Source: an optimization exercise on an open RTL-to-GDS flow (aim: small area). Production flows keep margins and buffers that such runs may drop. Function was checked by simulation only, so behaviour that the tests miss may differ from the original. The clock port is modelled as an ideal driver; clocking choices that lean on that would not hold on a real chip. Power figures rest on the tool's default switching activity, not on a simulated workload.

==> flow/design.v <==
module topmodule(input clk_in,
    input rst,
    input clr,
    input ent,
    input chg,
    output [4:0] led,
    output [3:0] AN,
    input [3:0] sw,
    output [6:0] seven_out
    );
    reg [1:0] nd;    
    reg [1:0] m3;    
    reg       odd;   
    reg [2:0] m5;    
    always @(posedge clk_in or posedge rst)
        if (rst) begin
            m3 <= 2'b00;
            odd <= 1'b0;
            m5 <= 3'b000;
        end else begin
            m3 <= {m3[0], ~(m3[1] | m3[0])};
            odd <= ~odd;
            m5 <= {m5[1:0], ~(m5[2] | m5[1])};
        end
    wire dtick = m3[1] & ~odd;                             
    wire btick = odd & (nd[0] ~^ m3[1]) & m5[2] & ~m5[1];  
    reg [2:0] e_s, c_s, g_s;
    reg e_p, c_p, g_p;
    always @(posedge clk_in or posedge rst)
        if (rst) begin
            e_s <= 3'b000; c_s <= 3'b000; g_s <= 3'b000;
            e_p <= 1'b0; c_p <= 1'b0; g_p <= 1'b0;
        end else if (btick) begin
            e_s <= {e_s[1:0], ent};
            c_s <= {c_s[1:0], clr};
            g_s <= {g_s[1:0], chg};
            e_p <= e_s[1] & ~e_s[2];
            c_p <= c_s[1] & ~c_s[2];
            g_p <= g_s[1] & ~g_s[2];
        end
    reg [3:0] ls;
    reg [1:0] ev;
    localparam [1:0] EV_SAME = 2'b00, EV_NEXT = 2'b01, EV_FIRST = 2'b11, EV_SPEC = 2'b10;
    reg [3:0] sws;        
    reg [15:0] pw;        
    reg match;            
    reg locked;
    wire l_dig = ~ls[3];
    wire l_idle = ls[3] & ls[0];
    wire l_unl = ls[3] & ~ls[1];
    wire s_chk  = l_dig & ~ls[2] & (ls[1:0] == 2'b11) & (ev == EV_NEXT);
    wire s_rest = (l_dig & ~ls[2] & (ls[1:0] == 2'b11) & (ev == EV_SPEC))
                | (l_dig & ls[2] & (ls[1:0] == 2'b11) & (ev == EV_NEXT))
                | (ls[3] & ~ls[0] & (ev == EV_SAME));
    wire s_idle = l_idle & (ev == EV_SAME);
    wire s_dig  = ~s_chk & ~s_rest & ~s_idle;
    wire s_new  = l_dig ? ls[2] : (ev == EV_SPEC);
    wire [1:0] s_idx = (ev == EV_NEXT) ? ls[1:0] + 2'd1 : (ev == EV_FIRST | ev == EV_SPEC | ~l_dig) ? 2'd00 : ls[1:0];
    always @(posedge clk_in or posedge rst)
        if (rst) begin
            ls <= 4'b1111;
            ev <= 2'b00;
        end else if (btick) begin
            if (s_chk)
                ev <= EV_SPEC;
            else begin
                ls <= s_dig ? {2'b00, s_new, s_idx} : s_rest ? {2'b10, locked | l_dig & ls[2], 1'b0} : 4'b1111;
                if (s_dig)
                    ev <= e_p ? EV_NEXT : c_p ? EV_FIRST : EV_SAME;
                else if (s_idle)
                    ev <= (e_p | c_p) ? EV_FIRST : EV_SAME;
                else
                    ev <= e_p ? EV_FIRST : (g_p & ~locked) ? EV_SPEC : EV_SAME;
            end
        end
    always @(posedge clk_in)
        if (btick) begin
            if (!s_chk) sws <= sw;
            if (s_idle | (s_rest & l_dig & ls[2])) locked <= 1'b1;
            if (s_chk) locked <= match ^ locked;
        end
    assign led[4] = 1'b0;
    assign led[3:0] = ls + 4'd1;
    reg [4:0] ch;       
    wire [1:0] pos = ~ls[1:0];           
    wire above = nd > pos;
    wire at    = nd == pos;
    reg [3:0] pwj;
    always @(*)
        case (nd)
            2'd0: pwj = pw[3:0];
            2'd1: pwj = pw[7:4];
            2'd2: pwj = pw[11:8];
            default: pwj = pw[15:12];
        endcase
    reg [4:0] cc;
    always @(*) begin
        if (!ls[3]) begin
            if (at) cc = {1'b0, sws};
            else if (ls[2] & above) cc = {1'b0, pwj};
            else if (above) cc = 5'b10000;       
            else cc = 5'h0A;                      
        end else if (l_unl) begin                  
            case (nd)
                2'd3: cc = 5'h00;
                2'd2: cc = 5'b10001;
                2'd1: cc = 5'h0E;
                default: cc = 5'h0C;
            endcase
        end else begin                            
            case (nd)
                2'd3: cc = 5'h0F;
                2'd2: cc = 5'h0D;
                2'd1: cc = 5'h05;
                default: cc = 5'h0D;
            endcase
        end
    end
    wire entered = ~ls[3] & (ev == EV_NEXT);
    always @(posedge clk_in)
        if (entered & ~ls[2] & at) match <= (match | ls[1:0] == 2'd0) & (sws == pwj);
    wire [3:0] pwd = sws & {4{~l_idle}};
    wire pw_we = l_idle | (entered & ls[2] & at);
    always @(posedge clk_in)
        if (pw_we)
            case (nd)
                2'd0: pw[3:0] <= pwd;
                2'd1: pw[7:4] <= pwd;
                2'd2: pw[11:8] <= pwd;
                default: pw[15:12] <= pwd;
            endcase
    always @(posedge clk_in or posedge rst)
        if (rst) begin
            nd <= 2'd0;
            ch <= 5'h00;
        end else if (dtick) begin
            nd <= nd + 2'd1;
            ch <= cc;
        end
    wire first = l_idle & ~ch[0];
    assign AN[0] = ~(nd == 2'd1 | (nd == 2'd0 & first));
    assign AN[1] = ~(nd == 2'd2);
    assign AN[2] = ~(nd == 2'd3);
    assign AN[3] = ~(~first & nd == 2'd0);
    reg [6:0] seg;
    always @(*)
        if (ch[4])
            seg = ch[0] ? 7'b0011000 : 7'b1111110;
        else
            case (ch[3:0])
                4'h0: seg = 7'b0000001;
                4'h1: seg = 7'b1001111;
                4'h2: seg = 7'b0010010;
                4'h3: seg = 7'b0000110;
                4'h4: seg = 7'b1001100;
                4'h5: seg = 7'b0100100;
                4'h6: seg = 7'b0100000;
                4'h7: seg = 7'b0001111;
                4'h8: seg = 7'b0000000;
                4'h9: seg = 7'b0000100;
                4'hA: seg = 7'b0001000;
                4'hB: seg = 7'b1100000;
                4'hC: seg = 7'b0110001;
                4'hD: seg = 7'b1000010;
                4'hE: seg = 7'b0110000;
                default: seg = 7'b0111000;
            endcase
    assign seven_out = seg;
endmodule
export LEC_CHECK = 0
export ABC_AREA = 1
export CAP_MARGIN = 0
export CORE_MARGIN = 2
export CORE_UTILIZATION = 40
export GPL_TIMING_DRIVEN = 0
export SLEW_MARGIN = 0
create_clock -name core_clock -period 10.0 [get_ports {clk_in}]
standard.sh (not shown) runs the stock make flow with config.mk's settings and CLKGATE_MAP_FILE= SYNTH_SCRIPT=/design/flow/synth_recipe.tcl, a recipe that flattens the netlist after the stock synthesis.
==> flow/flow/run.sh <==
#!/bin/bash
# Layout flow: the standard synthesis; then the combinational logic is
# mapped again for area with a few ABC scripts (flip-flops kept exactly as
# synthesized) and the smallest result is kept; then the standard layout
# with the smallest buffer on the ports and a clock tree without dummy loads
# and with a small root buffer.
set -euo pipefail
W=$(pwd)
F=$W/flow
LIB=$FLOW_HOME/platforms/sky130hd/lib/sky130_fd_sc_hd__tt_025C_1v80.lib
R=$W/orfs/results/sky130hd/topmodule/base

bash standard.sh synth > $W/synth.log 2>&1
cp $R/1_2_yosys.v $W/std_synth.v

DU=$(grep -oE 'cell \("?sky130_fd_sc_hd__(lpflow|probe)[A-Za-z0-9_]*' $LIB | sed -E 's/cell \("?//' | tr '\n' ' ')
for s in $F/s*.abc; do
    n=$(basename $s .abc)
    RS_IN=$W/std_synth.v RS_OUT=$W/resynth_$n.v RS_LIB=$LIB RS_SCRIPT=$s RS_DONTUSE="$DU" \
        yosys -c $F/resynth.tcl > $W/resynth_$n.log 2>&1 &
    [[ $(jobs -r | wc -l) -ge ${NUM_CORES:-4} ]] && wait -n
done
wait
best=""; barea=""
for s in $F/s*.abc; do
    n=$(basename $s .abc)
    a=$(grep "Chip area for top module" $W/resynth_$n.log | awk '{print $NF}')
    echo "$n $a" >> $W/resynth_areas.txt
    if [[ -z "$barea" ]] || awk "BEGIN{exit !($a < $barea)}"; then best=$n; barea=$a; fi
done
echo "best $best $barea" >> $W/resynth_areas.txt
cp $W/resynth_$best.v $R/1_2_yosys.v
touch $R/1_2_yosys.v

export BUFFER_PORTS_ARGS="-buffer_cell sky130_fd_sc_hd__buf_1"
export CTS_ARGS="$(cat $F/cts_args)"
export POST_CTS_TCL=$F/post_cts.tcl
bash standard.sh finish > $W/layout.log 2>&1
Other scripts of this flow, unchanged in this note and not shown: flow/flow/cts_args, flow/flow/post_cts.tcl, flow/flow/resynth.tcl, flow/flow/s1.abc, flow/flow/s10.abc, flow/flow/s11.abc, flow/flow/s12.abc, flow/flow/s13.abc, flow/flow/s14.abc, flow/flow/s15.abc, flow/flow/s16.abc, flow/flow/s17.abc, flow/flow/s2.abc, flow/flow/s3.abc, flow/flow/s4.abc, flow/flow/s5.abc, flow/flow/s6.abc, flow/flow/s7.abc, flow/flow/s8.abc, flow/flow/s9.abc
Rerun with:
--- a/flow/design.v
+++ b/flow/design.v
@@ -39,45 +39,44 @@
             g_p <= g_s[1] & ~g_s[2];
         end
     reg [3:0] ls;
     reg [1:0] ev;
-    localparam [1:0] EV_SAME = 2'b00, EV_NEXT = 2'b01, EV_FIRST = 2'b11, EV_SPEC = 2'b10;
     reg [3:0] sws;        
     reg [15:0] pw;        
     reg match;            
     reg locked;
     wire l_dig = ~ls[3];
     wire l_idle = ls[3] & ls[0];
     wire l_unl = ls[3] & ~ls[1];
-    wire s_chk  = l_dig & ~ls[2] & (ls[1:0] == 2'b11) & (ev == EV_NEXT);
-    wire s_rest = (l_dig & ~ls[2] & (ls[1:0] == 2'b11) & (ev == EV_SPEC))
-                | (l_dig & ls[2] & (ls[1:0] == 2'b11) & (ev == EV_NEXT))
-                | (ls[3] & ~ls[0] & (ev == EV_SAME));
-    wire s_idle = l_idle & (ev == EV_SAME);
+    wire s_chk  = l_dig & ~ls[2] & (ls[1:0] == 2'b11) & (ev == 2'b01);
+    wire s_rest = (l_dig & ~ls[2] & (ls[1:0] == 2'b11) & (ev == 2'b11))
+                | (l_dig & ls[2] & (ls[1:0] == 2'b11) & (ev == 2'b01))
+                | (ls[3] & ~ls[0] & (ev == 2'b00));
+    wire s_idle = l_idle & (ev == 2'b00);
     wire s_dig  = ~s_chk & ~s_rest & ~s_idle;
-    wire s_new  = l_dig ? ls[2] : (ev == EV_SPEC);
-    wire [1:0] s_idx = (ev == EV_NEXT) ? ls[1:0] + 2'd1 : (ev == EV_FIRST | ev == EV_SPEC | ~l_dig) ? 2'd00 : ls[1:0];
+    wire s_new  = l_dig ? ls[2] : (ev == 2'b11);
+    wire [1:0] s_idx = (ev == 2'b01) ? ls[1:0] + 2'd1 : (ev[1] | ~l_dig) ? 2'd00 : ls[1:0];
     always @(posedge clk_in or posedge rst)
         if (rst) begin
             ls <= 4'b1111;
             ev <= 2'b00;
         end else if (btick) begin
             if (s_chk)
-                ev <= EV_SPEC;
+                ev <= 2'b11;
             else begin
-                ls <= s_dig ? {2'b00, s_new, s_idx} : s_rest ? {2'b10, locked | l_dig & ls[2], 1'b0} : 4'b1111;
+                ls <= s_dig ? {2'b00, s_new, s_idx} : s_rest ? {2'b10, locked, 1'b0} : 4'b1111;
                 if (s_dig)
-                    ev <= e_p ? EV_NEXT : c_p ? EV_FIRST : EV_SAME;
+                    ev <= e_p ? 2'b01 : c_p ? 2'b10 : 2'b00;
                 else if (s_idle)
-                    ev <= (e_p | c_p) ? EV_FIRST : EV_SAME;
+                    ev <= (e_p | c_p) ? 2'b10 : 2'b00;
                 else
-                    ev <= e_p ? EV_FIRST : (g_p & ~locked) ? EV_SPEC : EV_SAME;
+                    ev <= e_p ? 2'b10 : (g_p & ~locked) ? 2'b11 : 2'b00;
             end
         end
     always @(posedge clk_in)
         if (btick) begin
             if (!s_chk) sws <= sw;
-            if (s_idle | (s_rest & l_dig & ls[2])) locked <= 1'b1;
+            if (s_idle | (s_dig & s_new & s_idx == 2'd3 & e_p)) locked <= 1'b1;
             if (s_chk) locked <= match ^ locked;
         end
     assign led[4] = 1'b0;
     assign led[3:0] = ls + 4'd1;
@@ -115,9 +114,9 @@
                 default: cc = 5'h0D;
             endcase
         end
     end
-    wire entered = ~ls[3] & (ev == EV_NEXT);
+    wire entered = ~ls[3] & (ev == 2'b01);
     always @(posedge clk_in)
         if (entered & ~ls[2] & at) match <= (match | ls[1:0] == 2'd0) & (sws == pwj);
     wire [3:0] pwd = sws & {4{~l_idle}};
     wire pw_we = l_idle | (entered & ls[2] & at);
Synthesized cell count came out higher by about 0.4%; clock skew came out lower by 0.0071 ns; worst setup slack is better by 0.20 ns; total power came out lower by 1.0%; synthesized area hardly moves; wire length came out higher by about 5%; via count came out higher by about 2%; design area hardly moves; die area barely changes; final cell count is about the same; utilization stays flat; maximum frequency came out higher by 4.9%.

afterwards: timing with drivers on the ports:
No port has a modelled driver above. Below, the same layouts with a new extraction and two added sets of constraints. Step 1, drivers: a clkbuf_16 drives clk_in and a buf_2 each remaining input, both assumed. Step 2, shift: input delay + t, output delay - t, t = (earliest + latest rising clock arrival at the registers) / 2. This alone moves slack from input paths to output paths. a / b / c = ideal ports / drivers / drivers and shift; a / b = the first two.
| run | t, ns | setup WS [ns] | worst setup path at the end | latest minus earliest clock arrival (ns) |
|---|---|---|---|---|
| the first run | 0.404 | 5.769 / 5.741 / 6.145 | register to output | 0.027 / 0.028 |
| the second run | 0.390 | 5.966 / 5.943 / 6.333 | register to output | 0.020 / 0.020 |
After both steps setup and hold are still met in every run listed.
